This design comes from an exercise in tuning for small area and a short achievable clock period on the open sky130 flow, not from production work. Power is estimated from default activity; no workload was simulated.

## willow
==> flow/design.v <==
module ALU(clk,operand_a,operand_b,result,opcode,zero_flag);
    input clk;
    input [31:0] operand_a;
    input [31:0] operand_b;
    input [7:0] opcode;
    output reg [31:0] result;
    output reg zero_flag;
    wire valid = ~|opcode[7:3];
    wire [2:0] op = opcode[2:0];
    wire sub = (op == 3'd1) | (op == 3'd6);
    wire [31:0] bx = operand_b ^ {32{sub}};
    wire [31:0] p = operand_a ^ bx;
    wire [31:0] g = operand_a & bx;
    wire g0c = g[0] | (p[0] & sub);
    wire G0_1 = g[1] | (p[1] & g0c);
    wire P0_1 = p[1] & p[0];
    wire G0_3 = g[3] | (p[3] & g[2]);
    wire P0_3 = p[3] & p[2];
    wire G0_5 = g[5] | (p[5] & g[4]);
    wire P0_5 = p[5] & p[4];
    wire G0_7 = g[7] | (p[7] & g[6]);
    wire P0_7 = p[7] & p[6];
    wire G0_9 = g[9] | (p[9] & g[8]);
    wire P0_9 = p[9] & p[8];
    wire G0_11 = g[11] | (p[11] & g[10]);
    wire P0_11 = p[11] & p[10];
    wire G0_13 = g[13] | (p[13] & g[12]);
    wire P0_13 = p[13] & p[12];
    wire G0_15 = g[15] | (p[15] & g[14]);
    wire P0_15 = p[15] & p[14];
    wire G0_17 = g[17] | (p[17] & g[16]);
    wire P0_17 = p[17] & p[16];
    wire G0_19 = g[19] | (p[19] & g[18]);
    wire P0_19 = p[19] & p[18];
    wire G0_21 = g[21] | (p[21] & g[20]);
    wire P0_21 = p[21] & p[20];
    wire G0_23 = g[23] | (p[23] & g[22]);
    wire P0_23 = p[23] & p[22];
    wire G0_25 = g[25] | (p[25] & g[24]);
    wire P0_25 = p[25] & p[24];
    wire G0_27 = g[27] | (p[27] & g[26]);
    wire P0_27 = p[27] & p[26];
    wire G0_29 = g[29] | (p[29] & g[28]);
    wire P0_29 = p[29] & p[28];
    wire G0_31 = g[31] | (p[31] & g[30]);
    wire P0_31 = p[31] & p[30];
    wire G1_3 = G0_3 | (P0_3 & G0_1);
    wire P1_3 = P0_3 & P0_1;
    wire G1_7 = G0_7 | (P0_7 & G0_5);
    wire P1_7 = P0_7 & P0_5;
    wire G1_11 = G0_11 | (P0_11 & G0_9);
    wire P1_11 = P0_11 & P0_9;
    wire G1_15 = G0_15 | (P0_15 & G0_13);
    wire P1_15 = P0_15 & P0_13;
    wire G1_19 = G0_19 | (P0_19 & G0_17);
    wire P1_19 = P0_19 & P0_17;
    wire G1_23 = G0_23 | (P0_23 & G0_21);
    wire P1_23 = P0_23 & P0_21;
    wire G1_27 = G0_27 | (P0_27 & G0_25);
    wire P1_27 = P0_27 & P0_25;
    wire G1_31 = G0_31 | (P0_31 & G0_29);
    wire P1_31 = P0_31 & P0_29;
    wire G2_7 = G1_7 | (P1_7 & G1_3);
    wire P2_7 = P1_7 & P1_3;
    wire G2_15 = G1_15 | (P1_15 & G1_11);
    wire P2_15 = P1_15 & P1_11;
    wire G2_23 = G1_23 | (P1_23 & G1_19);
    wire P2_23 = P1_23 & P1_19;
    wire G2_31 = G1_31 | (P1_31 & G1_27);
    wire P2_31 = P1_31 & P1_27;
    wire G3_15 = G2_15 | (P2_15 & G2_7);
    wire P3_15 = P2_15 & P2_7;
    wire G3_31 = G2_31 | (P2_31 & G2_23);
    wire P3_31 = P2_31 & P2_23;
    wire G4_31 = G3_31 | (P3_31 & G3_15);
    wire P4_31 = P3_31 & P3_15;
    wire G5_23 = G2_23 | (P2_23 & G3_15);
    wire P5_23 = P2_23 & P3_15;
    wire G6_11 = G1_11 | (P1_11 & G2_7);
    wire P6_11 = P1_11 & P2_7;
    wire G6_19 = G1_19 | (P1_19 & G3_15);
    wire P6_19 = P1_19 & P3_15;
    wire G6_27 = G1_27 | (P1_27 & G5_23);
    wire P6_27 = P1_27 & P5_23;
    wire G7_5 = G0_5 | (P0_5 & G1_3);
    wire P7_5 = P0_5 & P1_3;
    wire G7_9 = G0_9 | (P0_9 & G2_7);
    wire P7_9 = P0_9 & P2_7;
    wire G7_13 = G0_13 | (P0_13 & G6_11);
    wire P7_13 = P0_13 & P6_11;
    wire G7_17 = G0_17 | (P0_17 & G3_15);
    wire P7_17 = P0_17 & P3_15;
    wire G7_21 = G0_21 | (P0_21 & G6_19);
    wire P7_21 = P0_21 & P6_19;
    wire G7_25 = G0_25 | (P0_25 & G5_23);
    wire P7_25 = P0_25 & P5_23;
    wire G7_29 = G0_29 | (P0_29 & G6_27);
    wire P7_29 = P0_29 & P6_27;
    wire G8_2 = g[2] | (p[2] & G0_1);
    wire P8_2 = p[2] & P0_1;
    wire G8_4 = g[4] | (p[4] & G1_3);
    wire P8_4 = p[4] & P1_3;
    wire G8_6 = g[6] | (p[6] & G7_5);
    wire P8_6 = p[6] & P7_5;
    wire G8_8 = g[8] | (p[8] & G2_7);
    wire P8_8 = p[8] & P2_7;
    wire G8_10 = g[10] | (p[10] & G7_9);
    wire P8_10 = p[10] & P7_9;
    wire G8_12 = g[12] | (p[12] & G6_11);
    wire P8_12 = p[12] & P6_11;
    wire G8_14 = g[14] | (p[14] & G7_13);
    wire P8_14 = p[14] & P7_13;
    wire G8_16 = g[16] | (p[16] & G3_15);
    wire P8_16 = p[16] & P3_15;
    wire G8_18 = g[18] | (p[18] & G7_17);
    wire P8_18 = p[18] & P7_17;
    wire G8_20 = g[20] | (p[20] & G6_19);
    wire P8_20 = p[20] & P6_19;
    wire G8_22 = g[22] | (p[22] & G7_21);
    wire P8_22 = p[22] & P7_21;
    wire G8_24 = g[24] | (p[24] & G5_23);
    wire P8_24 = p[24] & P5_23;
    wire G8_26 = g[26] | (p[26] & G7_25);
    wire P8_26 = p[26] & P7_25;
    wire G8_28 = g[28] | (p[28] & G6_27);
    wire P8_28 = p[28] & P6_27;
    wire G8_30 = g[30] | (p[30] & G7_29);
    wire P8_30 = p[30] & P7_29;
    wire [32:0] c;
    assign c[0] = sub;
    assign c[1] = g0c;
    assign c[2] = G0_1;
    assign c[3] = G8_2;
    assign c[4] = G1_3;
    assign c[5] = G8_4;
    assign c[6] = G7_5;
    assign c[7] = G8_6;
    assign c[8] = G2_7;
    assign c[9] = G8_8;
    assign c[10] = G7_9;
    assign c[11] = G8_10;
    assign c[12] = G6_11;
    assign c[13] = G8_12;
    assign c[14] = G7_13;
    assign c[15] = G8_14;
    assign c[16] = G3_15;
    assign c[17] = G8_16;
    assign c[18] = G7_17;
    assign c[19] = G8_18;
    assign c[20] = G6_19;
    assign c[21] = G8_20;
    assign c[22] = G7_21;
    assign c[23] = G8_22;
    assign c[24] = G5_23;
    assign c[25] = G8_24;
    assign c[26] = G7_25;
    assign c[27] = G8_26;
    assign c[28] = G6_27;
    assign c[29] = G8_28;
    assign c[30] = G7_29;
    assign c[31] = G8_30;
    assign c[32] = G4_31;
    wire [31:0] sum = p ^ c[31:0];
    wire lt = ~c[32];
    reg [31:0] r;
    always @* begin
        case (op)
            3'd0, 3'd1: r = sum;
            3'd2: r = g;
            3'd3: r = g | p;
            3'd4: r = ~(g | p);
            3'd5: r = p;
            3'd6: r = {1'b0, {31{lt}}};
            default: r = 32'b0;
        endcase
    end
    always @(posedge clk) begin
        result <= valid ? r : 32'b0;
        zero_flag <= ~|result;
    end
endmodule
clock: 5.0 ns
lec_check: 0
abc_area: 1
cap_margin: 20
core_margin: 2
core_utilization: 40
slew_margin: 20
standard.sh (not shown) runs the stock make flow with config.mk's settings and CLKGATE_MAP_FILE= SYNTH_SCRIPT=/design/flow/synth_recipe.tcl, a recipe that flattens the netlist after the stock synthesis.
==> flow/flow/run.sh <==
#!/bin/bash
# Standard ORFS layout, with two changes: Yosys's full/half-adder extraction is
# off (ADDER_MAP_FILE empty) so ABC maps the whole datapath, and the I/O port
# buffers use buf_1 instead of the cell buffer_ports picks by default.
set -euo pipefail
bash standard.sh ADDER_MAP_FILE= "BUFFER_PORTS_ARGS=-buffer_cell sky130_fd_sc_hd__buf_1" finish > standard_flow.log 2>&1
Here is what was changed in the inputs of cedar compared with willow.
--- a/flow/design.v
+++ b/flow/design.v
@@ -7,10 +7,17 @@
     output reg zero_flag;
     wire valid = ~|opcode[7:3];
     wire [2:0] op = opcode[2:0];
-    wire sub = (op == 3'd1) | (op == 3'd6);
-    wire [31:0] bx = operand_b ^ {32{sub}};
-    wire [31:0] p = operand_a ^ bx;
-    wire [31:0] g = operand_a & bx;
+    wire sub = op[0] | op[1];
+    wire arith = valid & (op[2:1] == 2'b00);
+    wire slt = valid & (op == 3'd6);
+    wire kp = valid & ((op == 3'd0) | (op == 3'd3) | (op == 3'd5));
+    wire kg = valid & ((op == 3'd1) | (op == 3'd2) | (op == 3'd3));
+    wire k0 = valid & ((op == 3'd1) | (op == 3'd4));
+    wire [31:0] t = operand_a ^ operand_b;
+    wire [31:0] ab = operand_a & operand_b;
+    wire [31:0] l = (t & {32{kp}}) | (ab & {32{kg}}) | (~t & ~ab & {32{k0}});
+    wire [31:0] p = t ^ {32{sub}};
+    wire [31:0] g = operand_a & ~p;
     wire g0c = g[0] | (p[0] & sub);
     wire G0_1 = g[1] | (p[1] & g0c);
     wire P0_1 = p[1] & p[0];
@@ -160,22 +167,10 @@
     assign c[30] = G7_29;
     assign c[31] = G8_30;
     assign c[32] = G4_31;
-    wire [31:0] sum = p ^ c[31:0];
     wire lt = ~c[32];
-    reg [31:0] r;
-    always @* begin
-        case (op)
-            3'd0, 3'd1: r = sum;
-            3'd2: r = g;
-            3'd3: r = g | p;
-            3'd4: r = ~(g | p);
-            3'd5: r = p;
-            3'd6: r = {1'b0, {31{lt}}};
-            default: r = 32'b0;
-        endcase
-    end
+    wire [31:0] x = arith ? c[31:0] : {1'b0, {31{slt & lt}}};
     always @(posedge clk) begin
-        result <= valid ? r : 32'b0;
+        result <= l ^ x;
         zero_flag <= ~|result;
     end
 endmodule
[compare] base=willow new=cedar: number of clock-tree buffers in the layout increased 1, internal portion of total power shows a reduction of 30 uW. Against willow, net total in the final layout in cedar fell slightly. Synthesized cell count ended up 1.6% lower on cedar than on willow. cedar ended with every stage complete and zero timing, DRC or antenna violations. Re global-route usage: cedar is 1.9 points down on willow. Between cedar and willow, it is cedar whose global routing met2 resource utilization is lower, by 3.2 points. In cedar relative to willow, die area had gone down by a little under 10%. Between willow and cedar, the post-route clock skew does not differ in any meaningful way.
No functional check of the RTL was part of any run of this note.

-- afterwards: timing with drivers on the ports --
The results above use ideal ports. As a check the final layouts listed here were re-extracted and re-timed, cells and wires unchanged.
Step 1 (the two cells are an assumption about what drives the block):
set clk [get_ports {clk}]
set_driving_cell -lib_cell sky130_fd_sc_hd__clkbuf_16 $clk
set_driving_cell -lib_cell sky130_fd_sc_hd__buf_2 [delete_from_list [all_inputs] $clk]
Step 2 times the ports against the registers' clock, not the clock port: input delays grow and output delays shrink by t, the midpoint of the rising clock arrivals with the driver on.
a / b / c = ideal ports / drivers / drivers and shift; a / b = the first two.
| run | t (ns) | slack for setup (ns) | worst setup path at the end | worst slew at a driven data input, ns |
|---|---|---|---|---|
| willow | 0.318 | 1.324 / 1.335 / 1.018 | input to register | 0.03 |
| cedar | 0.315 | 1.434 / 1.441 / 1.127 | input to register | 0.04 |
After both steps every run listed still meets setup and hold. For cedar, which loses most, drivers alone change the setup slack by +0.007 ns; drivers and shift together by -0.307 ns.
